Source: an optimization exercise on an open RTL-to-GDS flow (aim: small area and a short achievable clock period). Production flows keep margins and buffers that such runs may drop.
Where RTL was checked, it was by simulation tests only, not by an equivalence proof against the original.
Power is estimated from default activity; no workload was simulated.

==> inputs of violet <==
// shaping_v5
module shaping_v5(
inp,shapedout,conf,clk,count,rst
    ,r1,r2);
==> module shaping_v5, before the edit <==
module shaping_v5(
inp,shapedout,conf,clk,count,rst
    ,r1,r2);
    input [13:0] inp;
    input [11:0] conf;
    input clk;
    input rst;
    output [13:0] shapedout;
    output [11:0] count;
    output r1;
    output r2;
    parameter k = 100;
    parameter l = 200;
    localparam N = k+l+k+2;           
    wire [4:0] tau = conf[4:0];
    wire [4:0] m3  = conf[9:5];
    wire [1:0] sel = conf[11:10];
    reg [11:0] cnt;
    reg rst1;
    reg rst2;      
    reg rst2d;     
    reg [14*N-1:0] dline;
    reg signed [15:0] temp3;
    reg signed [22:0] temp4;
    reg signed [22:0] tmpS;
    reg signed [15:0] tmpT;
    reg signed [44:0] temp6;
    reg [13:0] temp7;
    always @(posedge clk) begin
        if (rst)
            cnt <= 12'h001;
        else if (|cnt)
            cnt <= cnt + 1'b1;
        else
            cnt <= 12'h000;
    end
    always @(posedge clk) begin
        rst1  <= rst | (rst1 & (cnt < k+l+k+1));
        rst2  <= rst | rst1;
        rst2d <= rst2;
    end
    always @(posedge clk)
        dline <= {dline[14*(N-1)-1:0], inp};
    wire signed [15:0] d0   = {{2{dline[13]}}, dline[13:0]};
    wire signed [15:0] dk   = {{2{dline[14*(k+1)+13]}}, dline[14*(k+1)+:14]};
    wire signed [15:0] dkl  = {{2{dline[14*(k+l+1)+13]}}, dline[14*(k+l+1)+:14]};
    wire signed [15:0] dklk = {{2{dline[14*(k+l+k+1)+13]}}, dline[14*(k+l+k+1)+:14]};
    wire signed [22:0] step4 = temp4 + {{7{temp3[15]}}, temp3};
    wire signed [23:0] w4 = {step4, 1'b0};
    wire signed [23:0] w4s = w4 >>> tau;
    wire signed [22:0] temp5 = tmpS + {{7{tmpT[15]}}, tmpT};
    always @(posedge clk) begin
        if (rst2 | rst2d)
            temp3 <= 16'sd0;
        else
            temp3 <= (d0 - dk) - (dkl - dklk);
    end
    always @(posedge clk) begin
        if (rst2) begin
            temp4 <= 23'sd0;
            tmpS  <= 23'sd0;
            tmpT  <= 16'sd0;
            temp6 <= 45'sd0;
        end else begin
            temp4 <= step4;
            if (tau == 5'd0)
                tmpS <= step4;
            else if (tau == 5'd31)
                tmpS <= 23'sd0;
            else
                tmpS <= w4s[22:0];
            tmpT  <= (tau == 5'd0) ? 16'sd0 : temp3;
            temp6 <= temp6 + {{22{temp5[22]}}, temp5};
        end
    end
    wire signed [13:0] inps = inp;
    wire signed [13:0] sh0 = inps >>> m3;
    wire signed [15:0] sh1 = temp3 >>> m3;
    wire signed [22:0] sh2 = temp5 >>> m3;
    wire signed [44:0] sh3 = temp6 >>> m3;
    always @(posedge clk) begin
        if (rst2)
            temp7 <= 14'd0;
        else
            case (sel)
            2'd0: temp7 <= sh0;
            2'd1: temp7 <= sh1[13:0];
            2'd2: temp7 <= sh2[13:0];
            default: temp7 <= sh3[13:0];
            endcase
    end
    assign shapedout = temp7;
    assign count = cnt;
    assign r1 = rst1;
    assign r2 = rst2;
endmodule
Settings: LEC_CHECK=0, CAP_MARGIN=20, CORE_MARGIN=2, CORE_UTILIZATION=40, SLEW_MARGIN=20; clock period 11.0 ns.
run.sh (not shown) runs the stock make flow with config.mk's settings and CLKGATE_MAP_FILE= SYNTH_SCRIPT=/design/flow/synth_recipe.tcl, a recipe that flattens the netlist after the stock synthesis.
==> cedar: changes against violet <==
==> flow/design.v (replaced) <==
`timescale 1ns / 1ps
module shaping_v5(
inp,shapedout,conf,clk,count,rst
    ,r1,r2);
    input [13:0] inp;
    input [11:0] conf;
    input clk;
    input rst;
    output [13:0] shapedout;
    output [11:0] count;
    output r1;
    output r2;
    parameter k = 100;
    parameter l = 200;
    localparam N = k+l+k+1;           
    wire [4:0] tau = conf[4:0];
    wire [4:0] m3  = conf[9:5];
    wire [1:0] sel = conf[11:10];
    reg [11:0] cnt;
    reg rst1;
    reg rst2;      
    reg rst2d;     
    reg [14*N-1:0] dline;
    reg signed [15:0] temp3;
    reg signed [22:0] acc4;
    reg signed [15:0] q3;
    reg signed [22:0] tmpS;
    reg signed [15:0] tmpT;
    reg signed [44:0] temp6;
    reg [13:0] temp7;
    always @(posedge clk) begin
        if (rst)
            cnt <= 12'h001;
        else if (|cnt)
            cnt <= cnt + 1'b1;
        else
            cnt <= 12'h000;
    end
    always @(posedge clk) begin
        rst1  <= rst | (rst1 & (cnt < k+l+k+1));
        rst2  <= rst | rst1;
        rst2d <= rst2;
    end
    always @(posedge clk)
        dline <= {dline[14*(N-1)-1:0], inp};
    wire signed [15:0] d0   = {{2{dline[13]}}, dline[13:0]};
    wire signed [15:0] dk   = {{2{dline[14*k+13]}}, dline[14*k+:14]};
    wire signed [15:0] dkl  = {{2{dline[14*(k+l)+13]}}, dline[14*(k+l)+:14]};
    wire signed [15:0] dklk = {{2{dline[14*(k+l+k)+13]}}, dline[14*(k+l+k)+:14]};
    wire signed [23:0] w4 = {acc4, 1'b0};
    wire signed [23:0] w4s = w4 >>> tau;
    wire signed [22:0] temp5 = tmpS + {{7{tmpT[15]}}, tmpT};
    always @(posedge clk)
        q3 <= dklk - dk - dkl;
    always @(posedge clk) begin
        if (rst2 | rst2d) begin
            temp3 <= 16'sd0;
            acc4  <= 23'sd0;
        end else begin
            temp3 <= d0 + q3;
            acc4  <= acc4 + {{7{d0[15]}}, d0} + {{7{q3[15]}}, q3};
        end
    end
    always @(posedge clk) begin
        if (tau == 5'd0)
            tmpS <= acc4;
        else if (tau == 5'd31)
            tmpS <= 23'sd0;
        else
            tmpS <= w4s[22:0];
        tmpT <= (tau == 5'd0) ? 16'sd0 : temp3;
    end
    always @(posedge clk) begin
        if (rst2)
            temp6 <= 45'sd0;
        else
            temp6 <= temp6 + {{22{tmpS[22]}}, tmpS} + {{29{tmpT[15]}}, tmpT};
    end
    wire signed [13:0] inps = inp;
    reg signed [44:0] vsrc;
    always @(*)
        case (sel)
        2'd0: vsrc = inps;
        2'd1: vsrc = temp3;
        2'd2: vsrc = temp5;
        default: vsrc = temp6;
        endcase
    wire signed [44:0] vsh = vsrc >>> m3;
    always @(posedge clk) begin
        if (rst2)
            temp7 <= 14'd0;
        else
            temp7 <= vsh[13:0];
    end
    assign shapedout = temp7;
    assign count = cnt;
    assign r1 = rst1;
    assign r2 = rst2;
endmodule
==> flow/flow/run.sh (new file) <==
#!/bin/bash
# Standard synthesis, then the standard layout with a larger setup margin for
# timing repair (the clock period and constraints are unchanged).
set -euo pipefail
bash standard.sh synth > synth.log 2>&1
bash standard.sh SETUP_SLACK_MARGIN=7.6 finish > layout.log 2>&1
==> flow/standard.sh (new file) <==
#!/bin/bash
# synth_recipe.tcl (not shown) runs the flow's synth.tcl, then flattens the netlist and writes it again
# the make line also repeats each setting of config.mk as NAME=value (left out here)
make -C /OpenROAD-flow-scripts/flow DESIGN_CONFIG=/design/flow/config.mk WORK_HOME=/design/flow/orfs CLKGATE_MAP_FILE= SYNTH_SCRIPT=/design/flow/synth_recipe.tcl "${@:-finish}"
CORE_UTILIZATION = 55   (was 40)
CTS_BUF_LIST = sky130_fd_sc_hd__clkbuf_16   (was default)
CTS_CLUSTER_DIAMETER = 60   (was default)
CTS_CLUSTER_SIZE = 30   (was default)
removed: flow/run.sh
==> maple: changes against violet <==
==> flow/design.v (replaced) <==
`timescale 1ns / 1ps
module shaping_v5(
inp,shapedout,conf,clk,count,rst
    ,r1,r2);
    input [13:0] inp;
    input [11:0] conf;
    input clk;
    input rst;
    output [13:0] shapedout;
    output [11:0] count;
    output r1;
    output r2;
    parameter k = 100;
    parameter l = 200;
    localparam N = k+l+k+1;           
    wire [4:0] tau = conf[4:0];
    wire [4:0] m3  = conf[9:5];
    wire [1:0] sel = conf[11:10];
    reg [11:0] cnt;
    reg rst1;
    reg rst2;      
    reg rst2d;     
    reg [14*N-1:0] dline;
    reg signed [15:0] temp3;
    reg signed [22:0] acc4;
    reg signed [15:0] q3;
    reg signed [22:0] tmpS;
    reg signed [15:0] tmpT;
    reg signed [44:0] temp6;
    reg [13:0] temp7;
    always @(posedge clk) begin
        if (rst)
            cnt <= 12'h001;
        else if (|cnt)
            cnt <= cnt + 1'b1;
        else
            cnt <= 12'h000;
    end
    always @(posedge clk) begin
        rst1  <= rst | (rst1 & (cnt < k+l+k+1));
        rst2  <= rst | rst1;
        rst2d <= rst2;
    end
    always @(posedge clk)
        dline <= {dline[14*(N-1)-1:0], inp};
    wire signed [15:0] d0   = {{2{dline[13]}}, dline[13:0]};
    wire signed [15:0] dk   = {{2{dline[14*k+13]}}, dline[14*k+:14]};
    wire signed [15:0] dkl  = {{2{dline[14*(k+l)+13]}}, dline[14*(k+l)+:14]};
    wire signed [15:0] dklk = {{2{dline[14*(k+l+k)+13]}}, dline[14*(k+l+k)+:14]};
    wire signed [23:0] w4 = {acc4, 1'b0};
    wire signed [23:0] w4s = w4 >>> tau;
    wire signed [22:0] temp5 = tmpS + {{7{tmpT[15]}}, tmpT};
    always @(posedge clk)
        q3 <= dklk - dk - dkl;
    always @(posedge clk) begin
        if (rst2 | rst2d) begin
            temp3 <= 16'sd0;
            acc4  <= 23'sd0;
        end else begin
            temp3 <= d0 + q3;
            acc4  <= acc4 + {{7{d0[15]}}, d0} + {{7{q3[15]}}, q3};
        end
    end
    always @(posedge clk) begin
        if (rst2) begin
            tmpS  <= 23'sd0;
            tmpT  <= 16'sd0;
            temp6 <= 45'sd0;
        end else begin
            if (tau == 5'd0)
                tmpS <= acc4;
            else if (tau == 5'd31)
                tmpS <= 23'sd0;
            else
                tmpS <= w4s[22:0];
            tmpT  <= (tau == 5'd0) ? 16'sd0 : temp3;
            temp6 <= temp6 + {{22{tmpS[22]}}, tmpS} + {{29{tmpT[15]}}, tmpT};
        end
    end
    wire signed [13:0] inps = inp;
    reg signed [44:0] vsrc;
    always @(*)
        case (sel)
        2'd0: vsrc = inps;
        2'd1: vsrc = temp3;
        2'd2: vsrc = temp5;
        default: vsrc = temp6;
        endcase
    wire signed [44:0] vsh = vsrc >>> m3;
    always @(posedge clk) begin
        if (rst2)
            temp7 <= 14'd0;
        else
            temp7 <= vsh[13:0];
    end
    assign shapedout = temp7;
    assign count = cnt;
    assign r1 = rst1;
    assign r2 = rst2;
endmodule
==> flow/flow/run.sh (new file) <==
#!/bin/bash
# Standard synthesis, then the standard layout with a larger setup margin for
# timing repair and no dummy loads in clock tree synthesis (the clock period
# and constraints are unchanged).
set -euo pipefail
bash standard.sh synth > synth.log 2>&1
bash standard.sh SETUP_SLACK_MARGIN=7.6 \
  "CTS_ARGS=-sink_clustering_enable -repair_clock_nets -sink_clustering_size 40 -sink_clustering_max_diameter 50 -buf_list sky130_fd_sc_hd__clkbuf_16 -dont_use_dummy_load" \
  finish > layout.log 2>&1
==> flow/standard.sh (new file) <==
#!/bin/bash
# synth_recipe.tcl (not shown) runs the flow's synth.tcl, then flattens the netlist and writes it again
# the make line also repeats each setting of config.mk as NAME=value (left out here)
make -C /OpenROAD-flow-scripts/flow DESIGN_CONFIG=/design/flow/config.mk WORK_HOME=/design/flow/orfs CLKGATE_MAP_FILE= SYNTH_SCRIPT=/design/flow/synth_recipe.tcl "${@:-finish}"
CORE_UTILIZATION = 55   (was 40)
CTS_BUF_LIST = sky130_fd_sc_hd__clkbuf_16   (was default)
CTS_CLUSTER_DIAMETER = 50   (was default)
CTS_CLUSTER_SIZE = 40   (was default)
removed: flow/run.sh
==> qor summary <==
| quantity | violet | maple | cedar |
|---|---|---|---|
| Status | no timing/DRC/antenna violations | no timing/DRC/antenna violations | no timing/DRC/antenna violations |
| Switching fraction of total power | 19.7% | 18.6% | 19.5% |
| Row cnt | 207 | 177 | 177 |
| Post-synthesis compound-gate area fraction | 2.89% | 2.61% | 3.06% |
| Worst relative slew slack | 35.8% | 48.7% | 37.6% |
| Post-Synth Adder-Cell Area | 1.62% | 2.50% | 2.49% |
| Die extent in y | 568 microns | 487 microns | 488 microns |
| Proportion of cell area occupied by multi-input gates | 7.20% | 9.34% | 9.68% |
| Clock edge transition at the registers on the reported setup and hold paths | 0.07 ns | 0.11 ns | 0.10 ns |
| Max rail drop VDD | 0.153 mV | 0.181 mV | 0.214 mV |
| NonClk Buf Share | 0.484% | 1.49% | 1.78% |
| Number of setup buffers added after CTS | 0 | 79 | 114 |
| Switching power | 7.80 mW | 6.14 mW | 6.11 mW |
| Internal portion of total power | 31.8 mW | 26.9 mW | 25.3 mW |
| Synthesized cell area | 127000 sq um | 128000 sq um | 129000 sq um |
Only the layout flow was run in cedar; the RTL was not checked for function there.

-- static timing again, ports no longer ideal --
How much do the figures lean on ideal ports? The routed layouts below were timed once more, with nothing changed but the port constraints. Step 1 (the two cells are an assumption about what drives the block):
set clk [get_ports {clk}]
set_driving_cell -lib_cell sky130_fd_sc_hd__clkbuf_16 $clk
set_driving_cell -lib_cell sky130_fd_sc_hd__buf_2 [delete_from_list [all_inputs] $clk]
Step 2 adds t to the input delays and takes it off the output delays; t is the mean of the earliest and latest rising clock arrival at the registers after step 1. Input paths then give back, and output paths get back, about the clock's delay inside the block. Slacks: no drivers / after step 1 / after step 2; pairs: no drivers / after step 1.
run | shift t [ns] | slack for setup (ns) | hold slack, ns | worst register clock-pin slew, ns | cell pins on the clock port's net
violet | 1.028 | 5.175 / 5.175 / 4.480 | 0.265 / 0.265 / 0.265 | 0.07 / 0.07 | 1
cedar | 0.916 | 7.161 / 7.195 / 6.278 | 0.279 / 0.279 / 0.279 | 0.11 / 0.11 | 1
maple | 0.975 | 7.298 / 7.256 / 6.398 | 0.228 / 0.228 / 0.228 | 0.12 / 0.12 | 1
After both steps setup and hold are still met in every run listed. The setup slack of maple, which loses most, moves by -0.042 ns with the drivers and by -0.900 ns with both steps.
